From an optimization exercise on the open Yosys and OpenROAD flow, aimed at small area; shortcuts taken in it are not production practice. Function was checked by simulation only, so behaviour that the tests miss may differ from the original. In every run shown here, the design's own scripts or RTL, not TritonCTS, make the clock network. The clock port is modelled as an ideal driver, which makes a skipped or thinned clock tree look cheaper than it is; a real chip needs a root buffer or a tree. Power figures rest on the tool's default switching activity, not on a simulated workload.

File: flow/run.sh
#!/bin/bash
# Layout flow: the standard flow (standard.sh) with these changes.
#  1. Synthesis runs ORFS's own synthesis script with a copy of ORFS's
#     scripts folder in which the one ABC call maps the design with each
#     flow/abc_cand_*.script and keeps the smallest result (multi_abc.tcl).
#     Registers are mapped before ABC runs. The standard synthesis is also
#     run on its own, and if the two netlists' registers (instance name, cell
#     type, output net) differ, the standard synthesis is used instead.
#  2. CTS uses clkbuf_8 buffers only and no dummy loads.
#  3. Port buffers are buf_1 cells; constant outputs share one tie cell.
set -euo pipefail
W=$PWD
RES=orfs/results/$FLOW_PLATFORM/Top/base

# the standard synthesis, in a folder of its own
sed -e "s|WORK_HOME=[^ ]*|WORK_HOME=$W/refsyn|" standard.sh > refsyn.sh
bash refsyn.sh synth > "$W/refsyn.log" 2>&1

# the synthesis with the best of several ABC scripts
rm -rf "$W/scripts_abc"
cp -r "$FLOW_HOME/scripts" "$W/scripts_abc"
cp "$W"/flow/abc_cand_*.script "$W/flow/multi_abc.tcl" "$W/scripts_abc/"
python3 - "$W/scripts_abc/synth.tcl" <<'PY'
import sys
p = sys.argv[1]
s = open(p).read()
old = "  log_cmd abc {*}$abc_args\n"
assert s.count(old) == 1
s = s.replace(old, "  source $::env(SCRIPTS_DIR)/multi_abc.tcl\n"
                   "  set ::multi_abc_dir $::env(SCRIPTS_DIR)\n"
                   "  multi_abc $abc_args $lib_args\n")
open(p, "w").write(s)
PY
SCRIPTS_DIR="$W/scripts_abc" bash standard.sh synth > "$W/synth.log" 2>&1

regs() {
  python3 - "$1" <<'PY'
import re, sys
text = open(sys.argv[1]).read()
out = []
for m in re.finditer(r'^\s*(sky130_fd_sc_hd__(?:df|ed|sdf|dl)\w*)\s+(\S+)\s*\((.*?)\);', text, re.M | re.S):
    q = re.search(r'\.Q\(([^)]*)\)', m.group(3))
    out.append((m.group(2), re.sub(r'_\d+$', '', m.group(1)), q.group(1).strip() if q else ''))
for r in sorted(out):
    print(*r)
PY
}
regs "$W/refsyn/results/$FLOW_PLATFORM/Top/base/1_2_yosys.v" > regs_ref.txt
regs "$W/$RES/1_2_yosys.v" > regs_new.txt
if ! cmp -s regs_ref.txt regs_new.txt; then
  echo "registers differ from the standard synthesis; using it" >> "$W/synth.log"
  rm -rf orfs
  bash standard.sh synth > "$W/synth2.log" 2>&1
fi

export PRE_CTS_TCL="$W/flow/manual_cts.tcl"
export MCTS_K=16
export MCTS_BUF=sky130_fd_sc_hd__clkbuf_4
export MCTS_ROOT=sky130_fd_sc_hd__clkbuf_16
export REMOVE_ABC_BUFFERS=1
export BUFFER_PORTS_ARGS="-buffer_cell sky130_fd_sc_hd__buf_1"
export SKIP_REPAIR_TIE_FANOUT=1
bash standard.sh > "$W/layout.log" 2>&1
File: flow/abc_cand_s15.script
strash
dch -f
map -a
strash
dch -f
map -a
strash
dch -f
map -a
strash
dch -f
map -a
strash
dch -f
map -a
topo
dnsize -c
File: flow/abc_cand_s4.script
strash
dch -f
map -a
strash
dch -f
map -a
strash
dch -f
map -a
topo
dnsize -c
File: flow/manual_cts.tcl
# Clock distribution for a small design, in place of TritonCTS's H-tree:
# the clock port drives MCTS_K buffers (MCTS_BUF), each of which drives the
# clock pins of one cluster of registers (k-means on their placed positions).
# Sourced as PRE_CTS_TCL; it replaces the clock_tree_synthesis command that
# ORFS's cts.tcl then calls.
if { [info commands orig_clock_tree_synthesis] == "" } {
  rename clock_tree_synthesis orig_clock_tree_synthesis
}
proc clock_tree_synthesis { args } {
  set K [expr { [info exists ::env(MCTS_K)] ? $::env(MCTS_K) : 4 }]
  set bufname [expr { [info exists ::env(MCTS_BUF)] ? $::env(MCTS_BUF) : "sky130_fd_sc_hd__clkbuf_8" }]
  set db [ord::get_db]
  set block [ord::get_db_block]
  set master [$db findMaster $bufname]
  set clkport [$block findBTerm clk]
  set clknet [$clkport getNet]
  set sinks {}
  set xs {}
  set ys {}
  foreach it [$clknet getITerms] {
    set inst [$it getInst]
    set bb [$inst getBBox]
    lappend sinks $it
    lappend xs [expr { ([$bb xMin] + [$bb xMax]) / 2.0 }]
    lappend ys [expr { ([$bb yMin] + [$bb yMax]) / 2.0 }]
  }
  set n [llength $sinks]
  # clusters of equal size: split the sinks in halves by the median of the
  # wider coordinate, recursively, until there are K groups (K a power of 2)
  set groups [list [lsearch -all -inline -not [lrepeat $n x] y]]
  set groups [list {}]
  set all {}
  for { set i 0 } { $i < $n } { incr i } { lappend all $i }
  set groups [list $all]
  while { [llength $groups] < $K } {
    set next {}
    foreach g $groups {
      set gx [lmap i $g { lindex $xs $i }]
      set gy [lmap i $g { lindex $ys $i }]
      set wx [expr { [tcl::mathfunc::max {*}$gx] - [tcl::mathfunc::min {*}$gx] }]
      set wy [expr { [tcl::mathfunc::max {*}$gy] - [tcl::mathfunc::min {*}$gy] }]
      set key [expr { $wx >= $wy ? $gx : $gy }]
      set idx [lsort -real -indices $key]
      set h [expr { [llength $g] / 2 }]
      lappend next [lmap j [lrange $idx 0 [expr { $h - 1 }]] { lindex $g $j }]
      lappend next [lmap j [lrange $idx $h end] { lindex $g $j }]
    }
    set groups $next
  }
  set assign [lrepeat $n 0]
  set cx {}
  set cy {}
  set sc {}
  set k 0
  foreach g $groups {
    set sx 0.0
    set sy 0.0
    foreach i $g {
      lset assign $i $k
      set sx [expr { $sx + [lindex $xs $i] }]
      set sy [expr { $sy + [lindex $ys $i] }]
    }
    lappend cx [expr { $sx / [llength $g] }]
    lappend cy [expr { $sy / [llength $g] }]
    lappend sc [llength $g]
    incr k
  }
  set nmid [expr { [info exists ::env(MCTS_MID)] ? $::env(MCTS_MID) : 1 }]
  set srcs [lrepeat $K $clknet]
  if { $K > 4 } {
    set midname [expr { [info exists ::env(MCTS_ROOT)] ? $::env(MCTS_ROOT) : "sky130_fd_sc_hd__clkbuf_8" }]
    set per [expr { $K / $nmid }]
    for { set m 0 } { $m < $nmid } { incr m } {
      set mid [odb::dbInst_create $block [$db findMaster $midname] "clkbuf_m_mid$m"]
      set mnet [odb::dbNet_create $block "clknet_m_mid$m"]
      $mnet setSigType CLOCK
      [$mid findITerm A] connect $clknet
      [$mid findITerm X] connect $mnet
      set mx 0.0
      set my 0.0
      for { set k [expr { $m * $per }] } { $k < [expr { ($m + 1) * $per }] } { incr k } {
        set mx [expr { $mx + [lindex $cx $k] / $per }]
        set my [expr { $my + [lindex $cy $k] / $per }]
        lset srcs $k $mnet
      }
      $mid setLocation [expr { int($mx) }] [expr { int($my) }]
      $mid setPlacementStatus PLACED
    }
  }
  for { set k 0 } { $k < $K } { incr k } {
    set buf [odb::dbInst_create $block $master "clkbuf_m_$k"]
    set net [odb::dbNet_create $block "clknet_m_$k"]
    $net setSigType CLOCK
    [$buf findITerm A] connect [lindex $srcs $k]
    [$buf findITerm X] connect $net
    for { set i 0 } { $i < $n } { incr i } {
      if { [lindex $assign $i] == $k } {
        set it [lindex $sinks $i]
        $it disconnect
        $it connect $net
      }
    }
    $buf setLocation [expr { int([lindex $cx $k]) }] [expr { int([lindex $cy $k]) }]
    $buf setPlacementStatus PLACED
    puts "manual CTS: buffer clkbuf_m_$k drives [lindex $sc $k] clock pins"
  }
  $clknet setSigType CLOCK
  set_propagated_clock [all_clocks]
}
File: flow/multi_abc.tcl
# Runs ABC once per candidate script (abc_cand_*.script beside this file) and
# keeps, for each module of the design, the mapping with the smallest area.
# abc_args are ORFS's abc arguments; their -script is replaced.
proc multi_abc { abc_args lib_args } {
  set cands [lsort [glob -nocomplain [file dirname [info script]]/abc_cand_*.script]]
  if { [info exists ::multi_abc_dir] } {
    set cands [lsort [glob -nocomplain $::multi_abc_dir/abc_cand_*.script]]
  }
  set si [lsearch -exact $abc_args -script]
  design -save multi_abc_pre
  array set best {}
  foreach c $cands {
    design -load multi_abc_pre
    set args [lreplace $abc_args [expr { $si + 1 }] [expr { $si + 1 }] $c]
    abc {*}$args
    set st [tee -q -s result.string stat {*}$lib_args]
    foreach {all m a} [regexp -all -inline {Chip area for module '\\?([^']+)': ([0-9.]+)} $st] {
      puts "multi_abc: $c $m $a"
      if { ![info exists best($m)] || $a < [lindex $best($m) 1] } {
        set best($m) [list $c $a]
      }
    }
  }
  design -load multi_abc_pre
  foreach m [array names best] {
    set c [lindex $best($m) 0]
    puts "multi_abc: module $m uses $c ([lindex $best($m) 1])"
    set args [lreplace $abc_args [expr { $si + 1 }] [expr { $si + 1 }] $c]
    abc {*}$args $m
  }
}
File: standard.sh
#!/bin/bash
# synth_recipe.tcl (not shown) runs the flow's synth.tcl, then flattens the netlist and writes it again
# the make line also repeats each setting of config.mk as NAME=value (left out here)
make -C /OpenROAD-flow-scripts/flow DESIGN_CONFIG=/design/flow/config.mk WORK_HOME=/design/flow/orfs CLKGATE_MAP_FILE= SYNTH_SCRIPT=/design/flow/synth_recipe.tcl "${@:-finish}"
File: config.mk
export PLATFORM = sky130hd
export DESIGN_NAME = Top
export DESIGN_NICKNAME = Top
export VERILOG_FILES = /design/flow/design.v
export SDC_FILE = /design/flow/constraint.sdc
export NUM_CORES = 4
export LEC_CHECK = 0
export ABC_AREA = 1
export CAP_MARGIN = 0
export CORE_MARGIN = 2
export CORE_UTILIZATION = 55
export GPL_TIMING_DRIVEN = 0
export SLEW_MARGIN = 0
File: constraint.sdc
create_clock -name core_clock -period 10.0 [get_ports {clk}]
set_input_delay 2.0000 -clock core_clock [delete_from_list [all_inputs] [get_ports {clk}]]
set_output_delay 2.0000 -clock core_clock [all_outputs]
set_load 0.01 [all_outputs]
File: design.v
localparam COLOR_BOARD  = 12'h985;
localparam COLOR_BG     = 12'h333;
localparam COLOR_BLACK  = 12'h111;
localparam COLOR_WHITE  = 12'heee;
localparam COLOR_CURSOR = 12'h4af;
localparam COLOR_ERROR  = 12'he3e;
`timescale 1ns/1ps
`default_nettype none
module Debounce(
    input var logic clk,
    input var logic rst,
    input var logic in,
    output var logic out
);
    logic [5:0] d;
    logic z, flip, a;
    assign z = ~(|d[4:0]);
    assign flip = d[5] & z;
    assign a = ~rst & (in ^ out ^ flip);
    always_ff @(posedge clk) begin
        d[0] <= a & (z | (d[5] ^ d[4]));
        d[5:1] <= {5{a}} & d[4:0];
        out <= ~rst & (out ^ flip);
    end
endmodule
`timescale 1ns/1ps
`default_nettype none
module Button(
    input var logic clk,
    input var logic rst,
    input var logic in,
    output var logic out
);
    logic deb_out, out_delay;
    Debounce deb(
        .clk, .rst, .in, .out(deb_out)
    );
    always_ff @(posedge clk) begin
        out <= deb_out & (~out_delay);
        out_delay <= deb_out;
    end
endmodule
`timescale 1ns/1ps
`default_nettype none
module VgaCtrl(
    input var logic clk,
    input var logic reset,
    output var logic hsync,
    output var logic vsync,
    output var logic [11:0] hc,
    output var logic [9:0] lc
);
    logic h_end, v_end;
    logic [9:0] px;
    assign px = hc[11:2];
    assign h_end = hc[11] & hc[10] & (&hc[6:0]);
    assign v_end = lc[9] & lc[4] & lc[3] & lc[2];
    logic [11:0] hcy;
    logic [9:0] lcy;
    always_comb begin
        hcy[0] = 1'b1;
        for (int i = 1; i < 12; i++) hcy[i] = hcy[i - 1] & hc[i - 1];
        lcy[0] = h_end;
        for (int i = 1; i < 10; i++) lcy[i] = lcy[i - 1] & lc[i - 1];
    end
    always_ff @(posedge clk) begin
        if (reset) begin
            hc <= 12'd3;
            lc <= 10'd16;
        end else begin
            hc <= h_end ? 12'd0 : hc ^ hcy;
            if (h_end & v_end) lc <= 10'd16;
            else lc <= lc ^ lcy;
        end
    end
    assign hsync = ~(px[9] & ~px[8] & px[7] & (|px[6:4]) & ~(&px[6:4]));
    logic px0;
    assign px0 = ~(|px);
    assign vsync = ~((lc[9:3] == 7'b0111111)
                     & (px0 ? (~lc[2] & lc[1]) : (~lc[2] & (lc[1] ^ lc[0]))));
endmodule
`timescale 1ns/1ps
`default_nettype none
module CellPixelLut(
    input var logic [5:0] local_v,
    input var logic [5:0] local_h,
    input var logic black,
    input var logic white,
    input var logic cell_selected,
    output var logic [11:0] cell_rgb
);
    logic [4:0] fv, fh;
    assign fv = local_v[4:0] ^ {5{local_v[5]}};
    assign fh = local_h[4:0] ^ {5{local_h[5]}};
    logic on_grid, on_border, in_circle;
    assign on_grid = (fv == 5'd31) | (fh == 5'd31);
    assign on_border = (fv[4:1] == 4'd0) | (fh[4:1] == 4'd0);
    logic [31:0] mask;
    always_comb begin
        case (fv)
            5'd0 : mask = 32'h00000000;
            5'd1 : mask = 32'h00000000;
            5'd2 : mask = 32'h00000000;
            5'd3 : mask = 32'hfe000000;
            5'd4 : mask = 32'hffe00000;
            5'd5 : mask = 32'hfff80000;
            5'd6 : mask = 32'hfffe0000;
            5'd7 : mask = 32'hffff0000;
            5'd8 : mask = 32'hffffc000;
            5'd9 : mask = 32'hffffe000;
            5'd10 : mask = 32'hfffff000;
            5'd11 : mask = 32'hfffff800;
            5'd12 : mask = 32'hfffffc00;
            5'd13 : mask = 32'hfffffe00;
            5'd14 : mask = 32'hfffffe00;
            5'd15 : mask = 32'hffffff00;
            5'd16 : mask = 32'hffffff80;
            5'd17 : mask = 32'hffffff80;
            5'd18 : mask = 32'hffffffc0;
            5'd19 : mask = 32'hffffffc0;
            5'd20 : mask = 32'hffffffe0;
            5'd21 : mask = 32'hffffffe0;
            5'd22 : mask = 32'hfffffff0;
            5'd23 : mask = 32'hfffffff0;
            5'd24 : mask = 32'hfffffff0;
            5'd25 : mask = 32'hfffffff0;
            5'd26 : mask = 32'hfffffff8;
            5'd27 : mask = 32'hfffffff8;
            5'd28 : mask = 32'hfffffff8;
            5'd29 : mask = 32'hfffffff8;
            5'd30 : mask = 32'hfffffff8;
            5'd31 : mask = 32'hfffffff8;
            default : mask = 32'h0;
        endcase
    end
    assign in_circle = mask[fh];
    always_comb begin
        if (cell_selected & on_border) cell_rgb = COLOR_CURSOR;
        else if (black & in_circle) cell_rgb = COLOR_BLACK;
        else if (white & in_circle) cell_rgb = COLOR_WHITE;
        else if (on_grid) cell_rgb = COLOR_BG;
        else cell_rgb = COLOR_BOARD;
    end
endmodule
`timescale 1ns/1ps
`default_nettype none
module VgaPixelGen(
    input var logic [11:0] hc,
    input var logic [9:0] lc,
    output var logic [3:0] vga_red,
    output var logic [3:0] vga_grn,
    output var logic [3:0] vga_blu,
    input var logic [35:0][1:0] bw,
    input var logic [5:0] rs,
    input var logic [5:0] cs
);
    logic [9:0] px;
    assign px = hc[11:2];
    logic visible;
    assign visible = ~(px[9] & (px[8] | px[7])) & ~(lc[9] | (&lc[8:4]));
    logic on_board;
    assign on_board = ~px[9] & (px[8] | px[7])
                      & ~lc[9] & (lc[8:6] != 3'd0) & (lc[8:6] != 3'd7);
    logic [5:0] vr, vcol;
    always_comb begin
        for (int k = 0; k < 6; k++) begin
            vr[k] = (lc[8:6] == 3'(k + 1));
            vcol[k] = (px[8:6] == 3'(k + 2));
        end
    end
    logic [1:0] cellv;
    always_comb begin
        cellv = 2'b00;
        for (int r = 0; r < 6; r++)
            for (int c = 0; c < 6; c++)
                cellv = cellv | ({2{vr[r] & vcol[c]}} & bw[6 * r + c]);
    end
    logic selected;
    assign selected = (|(rs & vr)) & (|(cs & vcol));
    logic [11:0] cell_rgb;
    CellPixelLut cell_pixel_lut(
        .local_v(lc[5:0]), .local_h(px[5:0]),
        .black(cellv[0]), .white(cellv[1]),
        .cell_selected(selected), .cell_rgb
    );
    always_comb begin
        if (~visible) {vga_red, vga_grn, vga_blu} = 12'h0;
        else if (~on_board) {vga_red, vga_grn, vga_blu} = COLOR_BG;
        else {vga_red, vga_grn, vga_blu} = cell_rgb;
    end
endmodule
`timescale 1ns/1ps
`default_nettype none
module GameStatusGen(
    input var logic [35:0][1:0] bw,
    output var logic [1:0] status
);
    logic black_win, white_win;
    assign black_win =
        (bw[1][0] & bw[2][0] & bw[3][0] & bw[4][0] & (bw[0][0] | bw[5][0]) & ~(bw[0][0] & bw[5][0]))
        | (bw[6][0] & bw[12][0] & bw[18][0] & bw[24][0] & (bw[0][0] | bw[30][0]) & ~(bw[0][0] & bw[30][0]))
        | (bw[7][0] & bw[8][0] & bw[9][0] & bw[10][0] & (bw[6][0] | bw[11][0]) & ~(bw[6][0] & bw[11][0]))
        | (bw[7][0] & bw[13][0] & bw[19][0] & bw[25][0] & (bw[1][0] | bw[31][0]) & ~(bw[1][0] & bw[31][0]))
        | (bw[13][0] & bw[14][0] & bw[15][0] & bw[16][0] & (bw[12][0] | bw[17][0]) & ~(bw[12][0] & bw[17][0]))
        | (bw[8][0] & bw[14][0] & bw[20][0] & bw[26][0] & (bw[2][0] | bw[32][0]) & ~(bw[2][0] & bw[32][0]))
        | (bw[19][0] & bw[20][0] & bw[21][0] & bw[22][0] & (bw[18][0] | bw[23][0]) & ~(bw[18][0] & bw[23][0]))
        | (bw[9][0] & bw[15][0] & bw[21][0] & bw[27][0] & (bw[3][0] | bw[33][0]) & ~(bw[3][0] & bw[33][0]))
        | (bw[25][0] & bw[26][0] & bw[27][0] & bw[28][0] & (bw[24][0] | bw[29][0]) & ~(bw[24][0] & bw[29][0]))
        | (bw[10][0] & bw[16][0] & bw[22][0] & bw[28][0] & (bw[4][0] | bw[34][0]) & ~(bw[4][0] & bw[34][0]))
        | (bw[31][0] & bw[32][0] & bw[33][0] & bw[34][0] & (bw[30][0] | bw[35][0]) & ~(bw[30][0] & bw[35][0]))
        | (bw[11][0] & bw[17][0] & bw[23][0] & bw[29][0] & (bw[5][0] | bw[35][0]) & ~(bw[5][0] & bw[35][0]))
        | (bw[7][0] & bw[14][0] & bw[21][0] & bw[28][0] & (bw[0][0] | bw[35][0]) & ~(bw[0][0] & bw[35][0]))
        | (bw[10][0] & bw[15][0] & bw[20][0] & bw[25][0] & (bw[5][0] | bw[30][0]) & ~(bw[5][0] & bw[30][0]))
        | (bw[1][0] & bw[8][0] & bw[15][0] & bw[22][0] & bw[29][0])
        | (bw[6][0] & bw[13][0] & bw[20][0] & bw[27][0] & bw[34][0])
        | (bw[4][0] & bw[9][0] & bw[14][0] & bw[19][0] & bw[24][0])
        | (bw[11][0] & bw[16][0] & bw[21][0] & bw[26][0] & bw[31][0]);
    assign white_win =
        (bw[1][1] & bw[2][1] & bw[3][1] & bw[4][1] & (bw[0][1] | bw[5][1]) & ~(bw[0][1] & bw[5][1]))
        | (bw[6][1] & bw[12][1] & bw[18][1] & bw[24][1] & (bw[0][1] | bw[30][1]) & ~(bw[0][1] & bw[30][1]))
        | (bw[7][1] & bw[8][1] & bw[9][1] & bw[10][1] & (bw[6][1] | bw[11][1]) & ~(bw[6][1] & bw[11][1]))
        | (bw[7][1] & bw[13][1] & bw[19][1] & bw[25][1] & (bw[1][1] | bw[31][1]) & ~(bw[1][1] & bw[31][1]))
        | (bw[13][1] & bw[14][1] & bw[15][1] & bw[16][1] & (bw[12][1] | bw[17][1]) & ~(bw[12][1] & bw[17][1]))
        | (bw[8][1] & bw[14][1] & bw[20][1] & bw[26][1] & (bw[2][1] | bw[32][1]) & ~(bw[2][1] & bw[32][1]))
        | (bw[19][1] & bw[20][1] & bw[21][1] & bw[22][1] & (bw[18][1] | bw[23][1]) & ~(bw[18][1] & bw[23][1]))
        | (bw[9][1] & bw[15][1] & bw[21][1] & bw[27][1] & (bw[3][1] | bw[33][1]) & ~(bw[3][1] & bw[33][1]))
        | (bw[25][1] & bw[26][1] & bw[27][1] & bw[28][1] & (bw[24][1] | bw[29][1]) & ~(bw[24][1] & bw[29][1]))
        | (bw[10][1] & bw[16][1] & bw[22][1] & bw[28][1] & (bw[4][1] | bw[34][1]) & ~(bw[4][1] & bw[34][1]))
        | (bw[31][1] & bw[32][1] & bw[33][1] & bw[34][1] & (bw[30][1] | bw[35][1]) & ~(bw[30][1] & bw[35][1]))
        | (bw[11][1] & bw[17][1] & bw[23][1] & bw[29][1] & (bw[5][1] | bw[35][1]) & ~(bw[5][1] & bw[35][1]))
        | (bw[7][1] & bw[14][1] & bw[21][1] & bw[28][1] & (bw[0][1] | bw[35][1]) & ~(bw[0][1] & bw[35][1]))
        | (bw[10][1] & bw[15][1] & bw[20][1] & bw[25][1] & (bw[5][1] | bw[30][1]) & ~(bw[5][1] & bw[30][1]))
        | (bw[1][1] & bw[8][1] & bw[15][1] & bw[22][1] & bw[29][1])
        | (bw[6][1] & bw[13][1] & bw[20][1] & bw[27][1] & bw[34][1])
        | (bw[4][1] & bw[9][1] & bw[14][1] & bw[19][1] & bw[24][1])
        | (bw[11][1] & bw[16][1] & bw[21][1] & bw[26][1] & bw[31][1]);
    assign status = black_win ? 2'b01 : (white_win ? 2'b10 : 2'b00);
endmodule
`timescale 1ns/1ps
`default_nettype none
module GameFsm(
    input var logic clk,
    input var logic rst,
    output var logic [35:0][1:0] bw,
    output var logic pw,
    output var logic [2:0] cr,
    output var logic [2:0] cc,
    output var logic [5:0] rs,
    output var logic [5:0] cs,
    input var logic up, down, left, right, center
);
    assign rs = {cr[2] & ~cr[1], cr[1] & ~cr[0], cr[2] & cr[0],
                 ~cr[2] & cr[1], ~cr[1] & cr[0], ~cr[2] & ~cr[0]};
    assign cs = {cc[2] & ~cc[1], cc[1] & ~cc[0], cc[2] & cc[0],
                 ~cc[2] & cc[1], ~cc[1] & cc[0], ~cc[2] & ~cc[0]};
    logic occ;
    always_comb begin
        occ = 1'b0;
        for (int r = 0; r < 6; r++)
            for (int c = 0; c < 6; c++)
                occ = occ | (rs[r] & cs[c] & (bw[6 * r + c][0] | bw[6 * r + c][1]));
    end
    logic place;
    assign place = center & ~occ;
    logic [5:0] ycol, xb, xw;
    always_comb begin
        for (int k = 0; k < 6; k++) begin
            ycol[k] = ~rst & cs[k];
            xb[k] = place & ~pw & rs[k];
            xw[k] = place & pw & rs[k];
        end
    end
    always_ff @(posedge clk) begin
        for (int r = 0; r < 6; r++)
            for (int c = 0; c < 6; c++) begin
                bw[6 * r + c][0] <= (bw[6 * r + c][0] & ~rst) | (xb[r] & ycol[c]);
                bw[6 * r + c][1] <= (bw[6 * r + c][1] & ~rst) | (xw[r] & ycol[c]);
            end
        if (rst) pw <= 1'b0;
        else if (place) pw <= ~pw;
    end
    logic c_lo, c_hi, r_lo, r_hi;
    assign c_lo = cs[0];
    assign c_hi = cs[5];
    assign r_lo = rs[0];
    assign r_hi = rs[5];
    logic [2:0] cr_dec, cr_inc, cc_dec, cc_inc;
    assign cr_inc = {cr[1], cr[0], ~cr[2]};
    assign cr_dec = {~cr[0], cr[2], cr[1]};
    assign cc_inc = {cc[1], cc[0], ~cc[2]};
    assign cc_dec = {~cc[0], cc[2], cc[1]};
    always_ff @(posedge clk) begin
        if (rst) begin
            cr <= 3'b000;
            cc <= 3'b000;
        end else if (left) begin
            if (~c_lo) cc <= cc_dec;
            else if (~r_lo) begin
                cc <= 3'b100;
                cr <= cr_dec;
            end
        end else if (right) begin
            if (~c_hi) cc <= cc_inc;
            else if (~r_hi) begin
                cc <= 3'b000;
                cr <= cr_inc;
            end
        end else if (up) begin
            if (~r_lo) cr <= cr_dec;
        end else if (down) begin
            if (~r_hi) cr <= cr_inc;
        end
    end
endmodule
`timescale 1ns/1ps
`default_nettype none
module Top(
    input var logic clk,
    input var logic rst,
    output var logic [3:0] vga_red,
    output var logic [3:0] vga_grn,
    output var logic [3:0] vga_blu,
    output var logic hsync,
    output var logic vsync,
    input var logic raw_up,
    input var logic raw_down,
    input var logic raw_left,
    input var logic raw_right,
    input var logic raw_center,
    output var logic [15:0] led
);
    logic [11:0] hc;
    logic [9:0] lc;
    logic [35:0][1:0] bw;
    logic pw;
    logic [2:0] cr, cc;
    logic [5:0] rs, cs;
    logic [1:0] status;
    logic up, down, left, right, center;
    Button btn_up(.clk, .rst, .in(raw_up), .out(up));
    Button btn_down(.clk, .rst, .in(raw_down), .out(down));
    Button btn_left(.clk, .rst, .in(raw_left), .out(left));
    Button btn_right(.clk, .rst, .in(raw_right), .out(right));
    Button btn_center(.clk, .rst, .in(raw_center), .out(center));
    assign led[15:2] = 14'b0;
    assign led[1:0] = status;
    GameFsm game_fsm(
        .clk, .rst, .bw, .pw, .cr, .cc, .rs, .cs,
        .up, .down, .left, .right, .center
    );
    GameStatusGen game_status_gen(.bw, .status);
    VgaPixelGen vga_pixel_gen(
        .hc, .lc, .vga_red, .vga_grn, .vga_blu, .bw, .rs, .cs
    );
    VgaCtrl vga_ctrl(
        .clk, .reset(rst), .hsync, .vsync, .hc, .lc
    );
endmodule
==> results.cfg, run 1 <==
[logic_synthesis]
syn-cell-area_mm2 = 0.007099
postSynthCellCount = 937
synth_compound_area_share_pct = 21.96
ys_ff_latch = 146
yosysUniqueCellTypes = 32
seq_area_frac_synth_pct = 41.17
synth_top_family_by_area = compound AO/OA/AOI/OAI gates
synth_fa_ha_area_share_pct = 3.877
postSynthAreaPerCell_um2 = 7.577
muxShareOfSynthArea_pct = 0
synthXorXnorAreaFrac_pct = 4.195
yosys_warnings = 6
synth-simple-area-share_pct = 17.22

[global_route]
grt_pass1_wl_um = 35700
grt_usage_pct = 32.03
grt_antenna_before_repair = 0
grt_pass1_vias = 6661
globalRouteOverflowTotal = 0
grt_max_degree = 38

[timing]
skew_ns = 0.02994
worst_pin_slew_ns = 1.159
hold_viol_final = 0
setup_slack_ns = 3.565
maxClockFrequency_mhz = 155.4
hold_slack_ns = 0.3723
slew_viol_final = 0
timing.final.crit_share_pct = 64.35
slew-limit-headroom_pct = 22.14
setup_tns_ns = 0
setup_viol = 0
min_period_ns = 6.435
rsz0062_at_grt = false

[drt]
detailedRoute.firstIterationViolations = 991
first_pass_iters = 5
vias = 7138
ant_nets = 0
via_per_inst = 6.306
routed_wl_um = 22870
drc = 0
wire_per_inst_um = 20.20

[placed_design]
place.port_buffers = 22
dpl.hpwl_um = 17160
dp_cells = 1115
place_congestion = 1.078
post-place-ws_ns = 4.212

[layout]
drive_gt1_share_pct = 2.813
n_fill_cell = 1219
final_cells = 1132
fin_nets = 991
diodes = 0
area_growth_pct = 5.023
utilization_pct = 59.08

[power_and_ir_drop]
p_sw_share_pct = 24.10
seq_power_share_pct = 64.8
ir_drop_mv = 0.1127
p_leak_nw = 2.346
internal_power_uw = 689.2
combPwrFrac_pct = 4.1
power.density_mw_per_mm2 = 121.8
p_clk_share_pct = 31.1
switchingPower_uw = 218.8

[clock_network]
clkTransAtPathRegs_ns = 0.12
ctsResizeCount = 0
cts_hold_buf = 0
clk_latency_ns = 0.42
cts_setup_buffers = 0

[run]
cap_violations = 0

[die]
dieArea_mm2 = 0.01383
dieWidth_um = 117.6
floorplan.initialDensity_pct = 56.26
std_cell_rows = 41
coreArea_mm2 = 0.01262
die_h_um = 117.6
io_pins = 37

[status]
outcome = complete, no violations

[worst_setup_path]
critPathMaxFanout = 7
reg2reg_depth = 11
worstSetupStartpointType = register
critPathKind = register to output port
critPathRequiredTime_ns = 8.00
cp.arrival_ns = 4.43
end_kind = output port

[min_path]
hold_depth = 1
min_path_type = register to register
==> path summary, 6_finish.rpt <==
kind	startpoint	to	slack, ns
worst min-delay path	btn_left.out_delay$_DFF_P_	btn_left.out$_DFF_P_	0.37
worst min register to register	btn_left.out_delay$_DFF_P_	btn_left.out$_DFF_P_	0.37
worst max-delay path	vga_ctrl.hc[9]$_SDFF_PP0_	vga_grn[0]	3.57
worst max register to register	game_fsm.cc[1]$_SDFFE_PP0P_	game_fsm.bw[23]$_DFF_P_	7.09
==> sequential cells by signal, summed over array words and instances (netlist names), 3 cells and up <==
| register | flops |
|---|---|
| game_fsm.cc | 3 |
| game_fsm.bw | 72 |
| vga_ctrl.hc | 12 |
| btn_down.deb.d | 6 |
| game_fsm.cr | 3 |
| btn_center.deb.d | 6 |
| vga_ctrl.lc | 10 |
| btn_right.deb.d | 6 |
| btn_left.deb.d | 6 |
| btn_up.deb.d | 6 |
==> metrics by stage <==
stage	power (mW)	cell area, µm²
after detailed placement	0.6383	7311
after floorplan	0.6226	6964
after CTS	0.9114	7456
final	0.9081	7456
after global routing	0.9387	7456
after global placement	0.6346	7262
==> synthesized netlist by cell type <==
master / number / area (µm²)
a2111oi_0: 3 / 26.28
o41ai_1: 1 / 8.760
xnor2_1: 26 / 227.7
o22ai_1: 96 / 600.6
a21oi_1: 45 / 225.2
o221ai_1: 2 / 17.52
nor2_1: 105 / 394.1
a32oi_1: 1 / 8.760
a211oi_1: 3 / 22.52
o311ai_0: 2 / 17.52
o21ai_0: 80 / 400.4
nor3_1: 31 / 155.2
o31ai_1: 1 / 7.510
or3_1: 1 / 6.260
clkinv_1: 182 / 683.2
xor2_1: 8 / 70.07
o2111a_1: 1 / 11.26
a31oi_1: 9 / 56.30
nand3_1: 23 / 115.1
or2_2: 7 / 43.79
ha_1: 22 / 275.3
a41oi_1: 5 / 43.79
o31a_1: 1 / 8.760
nand2_1: 57 / 214.0
o2111ai_1: 2 / 17.52
nand4_1: 19 / 118.9
nor4_1: 28 / 175.2
conb_1: 1 / 3.750
buf_4: 18 / 135.1
a221oi_1: 3 / 26.28
dfxtp_1: 146 / 2923
a22oi_1: 8 / 60.06
==> cell usage in the layout, fill, tap and decap left out, types with 2 or more instances in the layout <==
master,count
ha_1,22
xnor2_1,26
nand4_1,19
o21ai_0,80
a21oi_1,45
nor3_1,31
o311ai_0,2
nor2_1,105
a211oi_1,3
buf_1,21
dfxtp_1,146
nand3_1,23
clkinv_1,182
or2_2,7
o2111ai_1,2
a41oi_1,5
a221oi_1,3
o221ai_1,2
nor4_1,28
a31oi_1,9
o22ai_1,96
nand2_1,57
clkbuf_4,16
a2111oi_0,3
a22oi_1,8
xor2_1,8
==> layer usage <==
layer	GRT usage, %	vias up	part of all wire, %
met5	0	-	0
met4	14.76	0	5.6
met3	4.603	111	9.1
met2	49.78	417	43
met1	44.12	3286	42
li1	-	3324	-
==> final cells by class <==
cell class | count | area [µm²] | area share, %
tap | 172 | 215.2 | 2.886
inverter | 182 | 683.2 | 9.163
sequential | 146 | 2923 | 39.20
timing repair buffer | 24 | 131.4 | 1.762
buffer | 17 | 145.1 | 1.947
multi-input combinational | 591 | 3358 | 45.04
==> worst max-delay path: stages (launching register included) <==
cell,delay [ns]
dfxtp_1,0.45
clkinv_1,0.17
nor3_1,0.86
clkinv_1,0.60
o22ai_1,0.29
o21ai_0,0.16
o2111a_1,0.22
a41oi_1,0.31
clkinv_1,0.16
nand2_1,0.10
nor2_1,0.07
a31oi_1,0.25
nand2_1,0.12
nor2_1,0.10
buf_1,0.15
==> power by group through the flow <==
| stage | Clock [mW] | Sequential, mW | Combinational (mW) |
|---|---|---|---|
| 3_5_place_dp | 0 | 0.602 | 0.0360 |
| 3_3_place_gp | 0 | 0.602 | 0.0327 |
| 2_1_floorplan | 0 | 0.601 | 0.0216 |
| 6_report | 0.282 | 0.589 | 0.0368 |
| 5_1_grt | 0.309 | 0.590 | 0.0403 |
| 4_1_cts | 0.286 | 0.589 | 0.0363 |
==> cells by family (layout without fill, tap and decap cells) <==
logic type | count (synthesis) | count (layout)
AOI/OAI and AO/OA | 263 | 263
xor gates and xnor gates | 34 | 34
adders and majority gates | 22 | 22
buffers and inverters | 200 | 223
DFF | 146 | 146
other | 1 | 1
and+or+nand+nor | 271 | 271
==> run 2, diff against run 1 <==
--- a/config.mk
+++ b/config.mk
@@ -8,6 +8,6 @@
 export ABC_AREA = 1
 export CAP_MARGIN = 0
 export CORE_MARGIN = 2
-export CORE_UTILIZATION = 55
+export CORE_UTILIZATION = 40
 export GPL_TIMING_DRIVEN = 0
 export SLEW_MARGIN = 0
==> run 2 against run 1 <==
Effect of this change:
- combinational power down 3%
- hold slack better by 0.0095 ns
- via count down 4.9%
- worst setup slack improved by 0.11 ns
- critical path depth stayed put
- flip-flop and latch count unchanged
- maximum frequency rose by 1.7%
- critical path type unchanged
- largest power group unchanged
==> results.cfg, run 2 <==
[logic_synthesis]
yosysMostFrequentCell = clkinv_1
ys_ff_latch = 146
yosys_warnings = 6
synth_ff_type = dfxtp_1
synthArstFlopShare_pct = 0
synth_top_area_share_pct = 41.17
postSynthAreaPerCell_um2 = 7.577
syn-cell-area_mm2 = 0.007099
postSynthCellCount = 937
synth_common_cells = clkinv_1 (182), dfxtp_1 (146), nor2_1 (105), o22ai_1 (96), o21ai_0 (80)
synth_area_leaders = dfxtp_1 (41%), clkinv_1 (9.6%), o22ai_1 (8.5%)
seq_area_frac_synth_pct = 41.17
yosysUniqueCellTypes = 32
yosys.area.top_type = dfxtp_1
synth_edf_count = 0

[layout]
diodes = 0
design_area_mm2 = 0.007515
multiInputGateArea_mm2 = 0.003358
largest_register = game_fsm.bw
utilization_pct = 43.45
regArea_mm2 = 0.002923
fin_nets = 991
top_regs = game_fsm.bw: 72 flops, vga_ctrl.hc: 12 flops, vga_ctrl.lc: 10 flops
layout_commonest_cell = clkinv_1
n_fill_cell = 1805
layout_common_cells = clkinv_1 (182), dfxtp_1 (146), nor2_1 (105), o22ai_1 (96), o21ai_0 (80)
largest_reg_flops = 72
drive_gt1_share_pct = 2.813
area_growth_pct = 5.851

[worst_setup_path]
critPathKind = register to output port
worstSetupStartpointType = register
crit_path_frequent_cell = clkinv_1
cpMaxStageDelayCell = nor3_1
max_stage_delay_ns = 0.87
cp_cell_sequence = clkinv_1 -> nor3_1 -> clkinv_1 -> o22ai_1 -> o21ai_0 -> o2111a_1 -> a41oi_1 -> clkinv_1 -> nand2_1 -> nor2_1 -> a31oi_1 -> nand2_1 -> nor2_1 -> buf_1
cp.arrival_ns = 4.33
end_kind = output port
critPathMaxFanout = 7
critPathRequiredTime_ns = 8.00

[timing]
setup_slack_ns = 3.672
slew-limit-headroom_pct = 25.62
maxClockFrequency_mhz = 158.0
skew_ns = 0.02021
rsz0062_at_grt = false
slew_viol_final = 0
timing.final.crit_share_pct = 63.28
min_period_ns = 6.328
worst_pin_slew_ns = 1.107
setup_tns_ns = 0
setup_viol = 0
hold_viol_final = 0

[status]
outcome = complete, no violations

[clock_network]
cts_hold_buf = 0
cts_setup_buffers = 0
clk_latency_ns = 0.41
ctsResizeCount = 0
clkTransAtPathRegs_ns = 0.09

[drt]
routed_wl_um = 22290
drc = 0
wire_per_inst_um = 18.81
detailedRoute.firstIterationViolations = 848
ant_nets = 0
via_per_inst = 5.726
first_pass_iters = 7
vias = 6785

[global_route]
grt_max_degree = 39
grt_antenna_before_repair = 0
grt_pass1_vias = 6275
grt_usage_pct = 23.45
globalRouteOverflowTotal = 0
grt_pass1_wl_um = 34510

[placed_design]
dpl.hpwl_um = 16630
post-place-ws_ns = 4.193
place_congestion = 1.025
placed_area_mm2 = 0.007370
place.port_buffers = 22

[run]
cap_violations = 0

[die]
coreArea_mm2 = 0.01730
dieWidth_um = 137.2
floorplan.initialDensity_pct = 41.04
dieArea_mm2 = 0.01883
die_h_um = 137.2
std_cell_rows = 48
io_pins = 37

[power_and_ir_drop]
power.total_uw = 904.9
p_leak_nw = 2.343
ir_drop_mv = 0.08317
power.density_mw_per_mm2 = 120.4

[min_path]
min_path_type = register to register
[run 2: cell counts after synthesis]
No cell type changed its count.
[run 2: worst max-delay path: cells and delay by family, from the launching register on]
kind / cells / cell delay, ns
and+or+nand+nor: 5 / 1.25
AOI/OAI and AO/OA: 5 / 1.19
buffers and inverters: 4 / 1.07
DFF: 1 / 0.42
[run 2: power by group]
| part | switching [mW] | leakage [nW] | total (mW) | internal [mW] |
|---|---|---|---|---|
| logic | 0.0249 | 1.08 | 0.0356 | 0.0107 |
| registers | 0.00272 | 1.18 | 0.588 | 0.585 |
| clock network | 0.188 | 0.0859 | 0.281 | 0.0930 |
| total | 0.216 | 2.34 | 0.905 | 0.689 |
[run 2: logic make-up (layout without fill, tap and decap cells)]
family,after synthesis,in the layout,share of synthesized area [%]
AOI/OAI and AO/OA,263,263,21.96
xor gates and xnor gates,34,34,4.195
adders and majority gates,22,22,3.877
buffers and inverters,200,223,11.53
DFF,146,146,41.17
other,1,1,0.05282
and+or+nand+nor,271,271,17.22
[run 2: layout make-up]
cell class	count	area share, %
Multi-Input combinational cell	591	44.69
Sequential cell	146	38.89
Inverter	182	9.091
Tap cell	225	3.746
Buffer	17	1.931
Timing Repair Buffer	24	1.648
[run 2: routing by layer]
layer / vias to the layer above / global-route usage (%) / wire, µm
met3: 66 / 2.723 / 1469
li1: 3322 / - / -
met5: - / 0 / 0
met1: 3108 / 31.72 / 9722
met2: 289 / 38.47 / 10220
met4: 0 / 8.648 / 877
[run 2: final timing paths]
| check | slack, ns | endpoint | from | cells past startpoint |
|---|---|---|---|---|
| worst max-delay path | 3.67 | vga_grn[0] | vga_ctrl.hc[9]$_SDFF_PP0_ | 14 |
| worst min-delay path | 0.38 | btn_down.out$_DFF_P_ | btn_down.out_delay$_DFF_P_ | 1 |
| worst max register to register | 7.16 | game_fsm.bw[16]$_DFF_P_ | game_fsm.cc[2]$_SDFFE_PP0P_ | 11 |
| worst min register to register | 0.38 | btn_down.out$_DFF_P_ | btn_down.out_delay$_DFF_P_ | 1 |
[run 2: per-stage QoR]
stage,hold WS [ns],cells
after global routing,0.3963,1185
after floorplan,0.3658,919
after global placement,0.3682,1166
after detailed placement,0.3731,1168
final,0.3818,1185
after CTS,0.3868,1185
==> run 3, diff against run 2 <==
--- a/config.mk
+++ b/config.mk
@@ -6,8 +6,8 @@
 export NUM_CORES = 4
 export LEC_CHECK = 0
 export ABC_AREA = 1
-export CAP_MARGIN = 0
+export CAP_MARGIN = 20
 export CORE_MARGIN = 2
 export CORE_UTILIZATION = 40
 export GPL_TIMING_DRIVEN = 0
-export SLEW_MARGIN = 0
+export SLEW_MARGIN = 20
==> run 3 against run 2 <==
Effect of this change:
- wire length grew 0.62%
- total power is 0.44% higher
- critical path depth unchanged
- register-to-register slack got worse by 0.05 ns
- cell area hardly changed
- critical endpoint unchanged
- cell count did not move
- synthesized area unchanged
- global-route usage increased by 0.084 points
- via count up 1.9%
- largest power group unchanged
- sequential power about the same
==> results.cfg, run 3 <==
[logic_synthesis]
yosys_warnings = 6
seq_area_frac_synth_pct = 41.17
yosysUniqueCellTypes = 32
synth_top_area_share_pct = 41.17
synth_area_leaders = dfxtp_1 (41%), clkinv_1 (9.6%), o22ai_1 (8.5%)
synthArstFlopShare_pct = 0
postSynthAreaPerCell_um2 = 7.577
synth_common_cells = clkinv_1 (182), dfxtp_1 (146), nor2_1 (105), o22ai_1 (96), o21ai_0 (80)
yosysMostFrequentCell = clkinv_1
yosys.area.top_type = dfxtp_1
syn-cell-area_mm2 = 0.007099
postSynthCellCount = 937
ys_ff_latch = 146
synth_edf_count = 0
synth_ff_type = dfxtp_1

[drt]
first_pass_iters = 5
wire_per_inst_um = 18.93
vias = 6912
ant_nets = 0
routed_wl_um = 22430
via_per_inst = 5.833
detailedRoute.firstIterationViolations = 730
drc = 0

[placed_design]
place_congestion = 1.025
place.port_buffers = 22
dpl.hpwl_um = 16610

[global_route]
grt_pass1_vias = 6391
grt_antenna_before_repair = 0
grt_max_degree = 39
grt_util_met2_pct = 37.78
grt_pass1_wl_um = 34890
top_usage_layer = met2
globalRouteOverflowTotal = 0
use_met3_pct = 3.863
grt_usage_pct = 23.53
grt_use_met1_pct = 31.62

[worst_setup_path]
crit_path_frequent_cell = clkinv_1
end_kind = output port
max_stage_delay_ns = 0.72
crit_family = simple AND/OR/NAND/NOR gates
worstSetupStartpointType = register
cpMaxStageDelayCell = nor3_1
cp.arrival_ns = 4.19
critPathKind = register to output port
cp_cell_sequence = clkinv_1 -> nor3_1 -> clkinv_1 -> o22ai_1 -> o21ai_0 -> o2111a_1 -> a41oi_1 -> clkinv_1 -> nand2_1 -> nor2_1 -> a31oi_1 -> nand2_1 -> nor2_1 -> buf_1
crit_buf_inv = 4
critPathRequiredTime_ns = 8.00
critPathMaxFanout = 8

[layout]
area_growth_pct = 5.922
layout_common_cells = clkinv_1 (182), dfxtp_1 (146), nor2_1 (105), o22ai_1 (96), o21ai_0 (80)
top_regs = game_fsm.bw: 72 flops, vga_ctrl.hc: 12 flops, vga_ctrl.lc: 10 flops
largest_register = game_fsm.bw
layout_commonest_cell = clkinv_1
largest_reg_flops = 72
diodes = 0
fin_nets = 991
drive_gt1_share_pct = 2.917

[die]
dieWidth_um = 137.2
floorplan.initialDensity_pct = 41.04
std_cell_rows = 48
dieArea_mm2 = 0.01883
coreArea_mm2 = 0.01730
io_pins = 37
die_h_um = 137.2

[timing]
skew_ns = 0.02283
slew-limit-headroom_pct = 24.11
slew_viol_final = 0
rsz0062_at_grt = false
setup_tns_ns = 0
min_period_ns = 6.186
hold_slack_ns = 0.3755
worst_pin_slew_ns = 1.130
timing.final.crit_share_pct = 61.86
hold_viol_final = 0
setup_viol = 0
maxClockFrequency_mhz = 161.6

[status]
outcome = complete, no violations

[power_and_ir_drop]
p_sw_share_pct = 24.18
ir_drop_mv = 0.09261
seq_power_share_pct = 64.7
internal_power_uw = 689.1
power.density_mw_per_mm2 = 120.9
combPwrFrac_pct = 3.9
switchingPower_uw = 219.8
p_clk_share_pct = 31.4
p_leak_nw = 2.348

[clock_network]
ctsResizeCount = 0
cts_setup_buffers = 0
cts_hold_buf = 0
clkTransAtPathRegs_ns = 0.10
clk_latency_ns = 0.41

[min_path]
min_path_type = register to register

[run]
cap_violations = 0
-- run 3: power groups by stage --
| stage | clock, mW | sequential, mW | combinational (mW) |
|---|---|---|---|
| after global routing | 0.312 | 0.589 | 0.0404 |
| after CTS | 0.295 | 0.588 | 0.0356 |
| after floorplan | 0 | 0.601 | 0.0216 |
| after global placement | 0 | 0.602 | 0.0339 |
| final | 0.285 | 0.588 | 0.0354 |
| after detailed placement | 0 | 0.602 | 0.0353 |
-- run 3: cell families (layout without fill, tap and decap cells) --
logic type | count (synthesis) | after routing | share of synthesized area, %
simple gates | 271 | 271 | 17.22
compound gates | 263 | 263 | 21.96
buf+inv | 200 | 223 | 11.53
flops | 146 | 146 | 41.17
xor+xnor | 34 | 34 | 4.195
fa+ha+maj | 22 | 22 | 3.877
other cells | 1 | 1 | 0.05282
-- run 3: per-layer routing --
| metal | vias to the layer above | routed length (µm) |
|---|---|---|
| met1 | 3160 | 9574 |
| met3 | 93 | 1830 |
| li1 | 3321 | - |
| met2 | 338 | 10080 |
| met4 | 0 | 941 |
| met5 | - | 0 |
-- run 3: final timing paths --
path	startpoint	to	slack (ns)	cells after the start
setup / recovery	vga_ctrl.hc[10]$_SDFF_PP0_	vga_grn[0]	3.81	14
hold / removal	btn_left.out_delay$_DFF_P_	btn_left.out$_DFF_P_	0.38	1
setup reg to reg	game_fsm.cc[2]$_SDFFE_PP0P_	game_fsm.bw[21]$_DFF_P_	7.11	11
hold reg to reg	btn_left.out_delay$_DFF_P_	btn_left.out$_DFF_P_	0.38	1
-- run 3: layout make-up --
type	count	area (µm²)
plain buffers	17	145.1
well taps	225	281.5
fillers	1799	9777
multi-input cells	591	3363
repair buffers	24	123.9
inverters	182	683.2
flip-flops and latches	146	2923
-- run 3: per-stage QoR --
stage               util, %  setup slack (ns)  instances  power (mW)  cell area (µm²)
finish                43.48             3.814       1185      0.9089             7520
global route          43.48             3.427       1185      0.9415             7520
CTS                   43.45             3.780       1185      0.9186             7515
detailed placement    42.61             4.236       1168      0.6371             7370
global placement      42.37             1.716       1166      0.6355             7328
floorplan                 -             5.375        919      0.6226             6964
-- run 3: worst register-to-register path: stages, from the launching register on --
cell	delay (ns)
dfxtp_1	0.43
clkinv_1	0.13
nor2_1	0.44
clkinv_1	0.41
a21oi_1	0.22
a21oi_1	0.06
a41oi_1	0.29
nor3_1	0.13
nand2_1	0.10
nor2_1	0.14
nand2_1	0.29
o22ai_1	0.11
==> run 4, diff against run 3 <==
--- a/flow/run.sh
+++ b/flow/run.sh
@@ -6,7 +6,13 @@
 #     Registers are mapped before ABC runs. The standard synthesis is also
 #     run on its own, and if the two netlists' registers (instance name, cell
 #     type, output net) differ, the standard synthesis is used instead.
-#  2. CTS uses clkbuf_8 buffers only and no dummy loads.
+#  2. Clock tree: manual_cts.tcl, sourced before ORFS's CTS step (PRE_CTS_TCL),
+#     replaces TritonCTS's H-tree with a two-level tree: the clock port drives
+#     one root buffer (MCTS_ROOT), which drives MCTS_K leaf buffers (MCTS_BUF),
+#     each driving an equal share of the registers, grouped by recursive
+#     bisection of their placed positions. A leaf whose registers' estimated
+#     clock slew is over MCTS_SLEW ns gets a clkbuf_8. ORFS's CTS step then
+#     legalizes the buffers and repairs timing as usual.
 #  3. Port buffers are buf_1 cells; constant outputs share one tie cell.
 set -euo pipefail
 W=$PWD
@@ -56,7 +62,8 @@
 export PRE_CTS_TCL="$W/flow/manual_cts.tcl"
 export MCTS_K=16
 export MCTS_BUF=sky130_fd_sc_hd__clkbuf_4
-export MCTS_ROOT=sky130_fd_sc_hd__clkbuf_16
+export MCTS_ROOT=sky130_fd_sc_hd__clkbuf_8
+export MCTS_SLEW=0.105
 export REMOVE_ABC_BUFFERS=1
 export BUFFER_PORTS_ARGS="-buffer_cell sky130_fd_sc_hd__buf_1"
 export SKIP_REPAIR_TIE_FANOUT=1
--- a/flow/manual_cts.tcl
+++ b/flow/manual_cts.tcl
@@ -106,4 +106,21 @@
   }
   $clknet setSigType CLOCK
   set_propagated_clock [all_clocks]
+  # leaves whose registers' clock slew (estimated from placement) is above
+  # MCTS_SLEW ns get the bigger MCTS_BIG buffer
+  set lim [expr { [info exists ::env(MCTS_SLEW)] ? $::env(MCTS_SLEW) : 0.100 }]
+  set bigname [expr { [info exists ::env(MCTS_BIG)] ? $::env(MCTS_BIG) : "sky130_fd_sc_hd__clkbuf_8" }]
+  set big [$db findMaster $bigname]
+  estimate_parasitics -placement
+  for { set k 0 } { $k < $K } { incr k } {
+    set worst 0.0
+    foreach pin [get_pins -of_objects [get_nets "clknet_m_$k"] -filter "direction==input"] {
+      set sl [get_property $pin slew_max]
+      if { $sl > $worst } { set worst $sl }
+    }
+    if { $worst > $lim } {
+      [$block findInst "clkbuf_m_$k"] swapMaster $big
+      puts "manual CTS: clkbuf_m_$k drives pins with slew $worst ns; now $bigname"
+    }
+  }
 }
--- a/config.mk
+++ b/config.mk
@@ -6,8 +6,8 @@
 export NUM_CORES = 4
 export LEC_CHECK = 0
 export ABC_AREA = 1
-export CAP_MARGIN = 20
+export CAP_MARGIN = 0
 export CORE_MARGIN = 2
 export CORE_UTILIZATION = 40
 export GPL_TIMING_DRIVEN = 0
-export SLEW_MARGIN = 20
+export SLEW_MARGIN = 0
==> run 4 against run 3 <==
Effect of this change:
- still clean on timing, DRC and antenna
- sequential power barely moved
- flip-flop and latch count unchanged
- combinational power about the same
- cell area about the same
- hold slack improved by 0.0060 ns
- largest cell class unchanged
==> results.cfg, run 4 <==
[min_path]
min_path_type = register to register

[placed_design]
dpl.hpwl_um = 16630
dp_cells = 1168
place_congestion = 1.025
place.port_buffers = 22
post-place-ws_ns = 4.193
placed_area_mm2 = 0.007370

[global_route]
grt_pass1_vias = 6274
grt_pass1_wl_um = 34520
grt_usage_pct = 23.46
grt_antenna_before_repair = 0
grt_max_degree = 39
globalRouteOverflowTotal = 0

[logic_synthesis]
synth_edf_count = 0
ys_ff_latch = 146
syn-cell-area_mm2 = 0.007099
synth_top_area_share_pct = 41.17
synth_common_cells = clkinv_1 (182), dfxtp_1 (146), nor2_1 (105), o22ai_1 (96), o21ai_0 (80)
synthArstFlopShare_pct = 0
yosys.area.top_type = dfxtp_1
synth_area_leaders = dfxtp_1 (41%), clkinv_1 (9.6%), o22ai_1 (8.5%)
yosysUniqueCellTypes = 32
postSynthAreaPerCell_um2 = 7.577
postSynthCellCount = 937
synth_ff_type = dfxtp_1
yosys_warnings = 6
seq_area_frac_synth_pct = 41.17
yosysMostFrequentCell = clkinv_1

[worst_setup_path]
worstSetupStartpointType = register
cpMaxStageDelayCell = nor3_1
cp.arrival_ns = 4.42
ff2ff_setup_slack_ns = 7.16
max_stage_delay_ns = 0.87
end_kind = output port
cp_cell_sequence = clkinv_1 -> nor3_1 -> clkinv_1 -> o22ai_1 -> o21ai_0 -> o2111a_1 -> a41oi_1 -> clkinv_1 -> nand2_1 -> nor2_1 -> a31oi_1 -> nand2_1 -> nor2_1 -> buf_1
critPathRequiredTime_ns = 8.00
critPathMaxFanout = 7
critPathKind = register to output port
crit_path_frequent_cell = clkinv_1

[timing]
hold_viol_final = 0
setup_slack_ns = 3.582
slew-limit-headroom_pct = 25.50
slew_viol_final = 0
rsz0062_at_grt = false
maxClockFrequency_mhz = 155.8
hold_slack_ns = 0.3816
worst_pin_slew_ns = 1.109
timing.final.crit_share_pct = 64.18
min_period_ns = 6.418
setup_viol = 0
setup_tns_ns = 0
skew_ns = 0.03693

[drt]
ant_nets = 0
first_pass_iters = 5
wire_per_inst_um = 18.84
routed_wl_um = 22320
vias = 6849
drc = 0
detailedRoute.firstIterationViolations = 776
via_per_inst = 5.780

[layout]
utilization_pct = 43.49
layout_commonest_cell = clkinv_1
largest_reg_flops = 72
layout_common_cells = clkinv_1 (182), dfxtp_1 (146), nor2_1 (105), o22ai_1 (96), o21ai_0 (80)
diodes = 0
final_cells = 1185
area_growth_pct = 5.957
largest_register = game_fsm.bw
design_area_mm2 = 0.007522
drive_gt1_share_pct = 2.813
fin_nets = 991
top_regs = game_fsm.bw: 72 flops, vga_ctrl.hc: 12 flops, vga_ctrl.lc: 10 flops

[power_and_ir_drop]
power.density_mw_per_mm2 = 120.7
ir_drop_mv = 0.08025
p_leak_nw = 2.345
power.total_uw = 907.6

[die]
dieArea_mm2 = 0.01883
die_h_um = 137.2
io_pins = 37
floorplan.initialDensity_pct = 41.04
std_cell_rows = 48
dieWidth_um = 137.2
coreArea_mm2 = 0.01730

[run]
cap_violations = 0

[clock_network]
cts_hold_buf = 0
clkTransAtPathRegs_ns = 0.09
cts_setup_buffers = 0
clk_latency_ns = 0.49
ctsResizeCount = 0

[status]
outcome = complete, no violations
==> run 4: cell types whose count changed in the layout (fill, tap and decap cells not counted) <==
| cell | before | now |
|---|---|---|
| clkbuf_16 | 1 | 0 |
| nor3_1 | 30 | 31 |
| clkbuf_8 | 0 | 4 |
| clkbuf_4 | 16 | 13 |
| nor3_2 | 1 | 0 |
==> run 4: cell type report <==
type,instances,area (µm²)
inverter,182,683.2
timing repair buffer,24,123.9
fill,1810,9774
sequential,146,2923
multi-input combinational,591,3358
tap,225,281.5
buffer,17,152.6
==> run 4: per-layer routing <==
metal  track usage, %  part of all wire, %
met1            31.70                   43
met3            2.759                  7.3
met5                0                    0
met4            8.648                  4.1
met2            38.50                   46
==> run 4: worst paths after layout <==
kind | startpoint | to | cells past startpoint
max | vga_ctrl.hc[9]$_SDFF_PP0_ | vga_grn[0] | 14
min | btn_down.deb.out$_DFF_P_ | btn_down.out_delay$_DFF_P_ | 0
max reg2reg | game_fsm.cc[2]$_SDFFE_PP0P_ | game_fsm.bw[13]$_DFF_P_ | 11
min reg2reg | btn_down.deb.out$_DFF_P_ | btn_down.out_delay$_DFF_P_ | 0
==> run 4: kinds of logic (layout without fill, tap and decap cells) <==
logic type,after synthesis,after routing,synth area share (%)
simple gates,271,271,17.22
compound gates,263,263,21.96
buf+inv,200,223,11.53
flops,146,146,41.17
xor+xnor,34,34,4.195
fa+ha+maj,22,22,3.877
other cells,1,1,0.05282
==> run 4: report_power, final <==
group	switching, mW	internal (mW)	total, mW	leakage [nW]
registers	0.00272	0.585	0.588	1.18
logic	0.0249	0.0107	0.0355	1.08
clock network	0.189	0.0953	0.284	0.0886
total	0.216	0.691	0.908	2.35
==> run 4: critical path: cells and delay by family, from the launching register on <==
family | cells | cell delay, ns
AO/OA/AOI/OAI | 5 | 1.20
buffers and inverters | 4 | 1.08
flip-flops | 1 | 0.42
AND/OR/NAND/NOR | 5 | 1.25

==> port drivers added, routing unchanged <==
In the flow no input, the clock included, has a driving cell. The finished layouts below were timed again as built, in two steps.
Step 1, drivers: a clkbuf_16 drives clk and a buf_2 each remaining input, both assumed.
Step 2 moves the port delays by t, midway between the first and last clock arrival at a register: inputs arrive t later, outputs are due t later. That takes back most of the time a late clock gives input paths.
Three values: no drivers, after step 1, after step 2; two values: the first two.
run | t (ns) | setup WS [ns] | clock arrival spread, ns
run 1 | 0.441 | 3.565 / 3.526 / 3.967 | 0.033 / 0.033
run 2 | 0.438 | 3.672 / 3.631 / 4.069 | 0.020 / 0.020
run 3 | 0.438 | 3.814 / 3.776 / 4.214 | 0.023 / 0.022
run 4 | 0.504 | 3.582 / 3.546 / 4.051 | 0.037 / 0.037
After both steps every run listed still meets setup and hold.
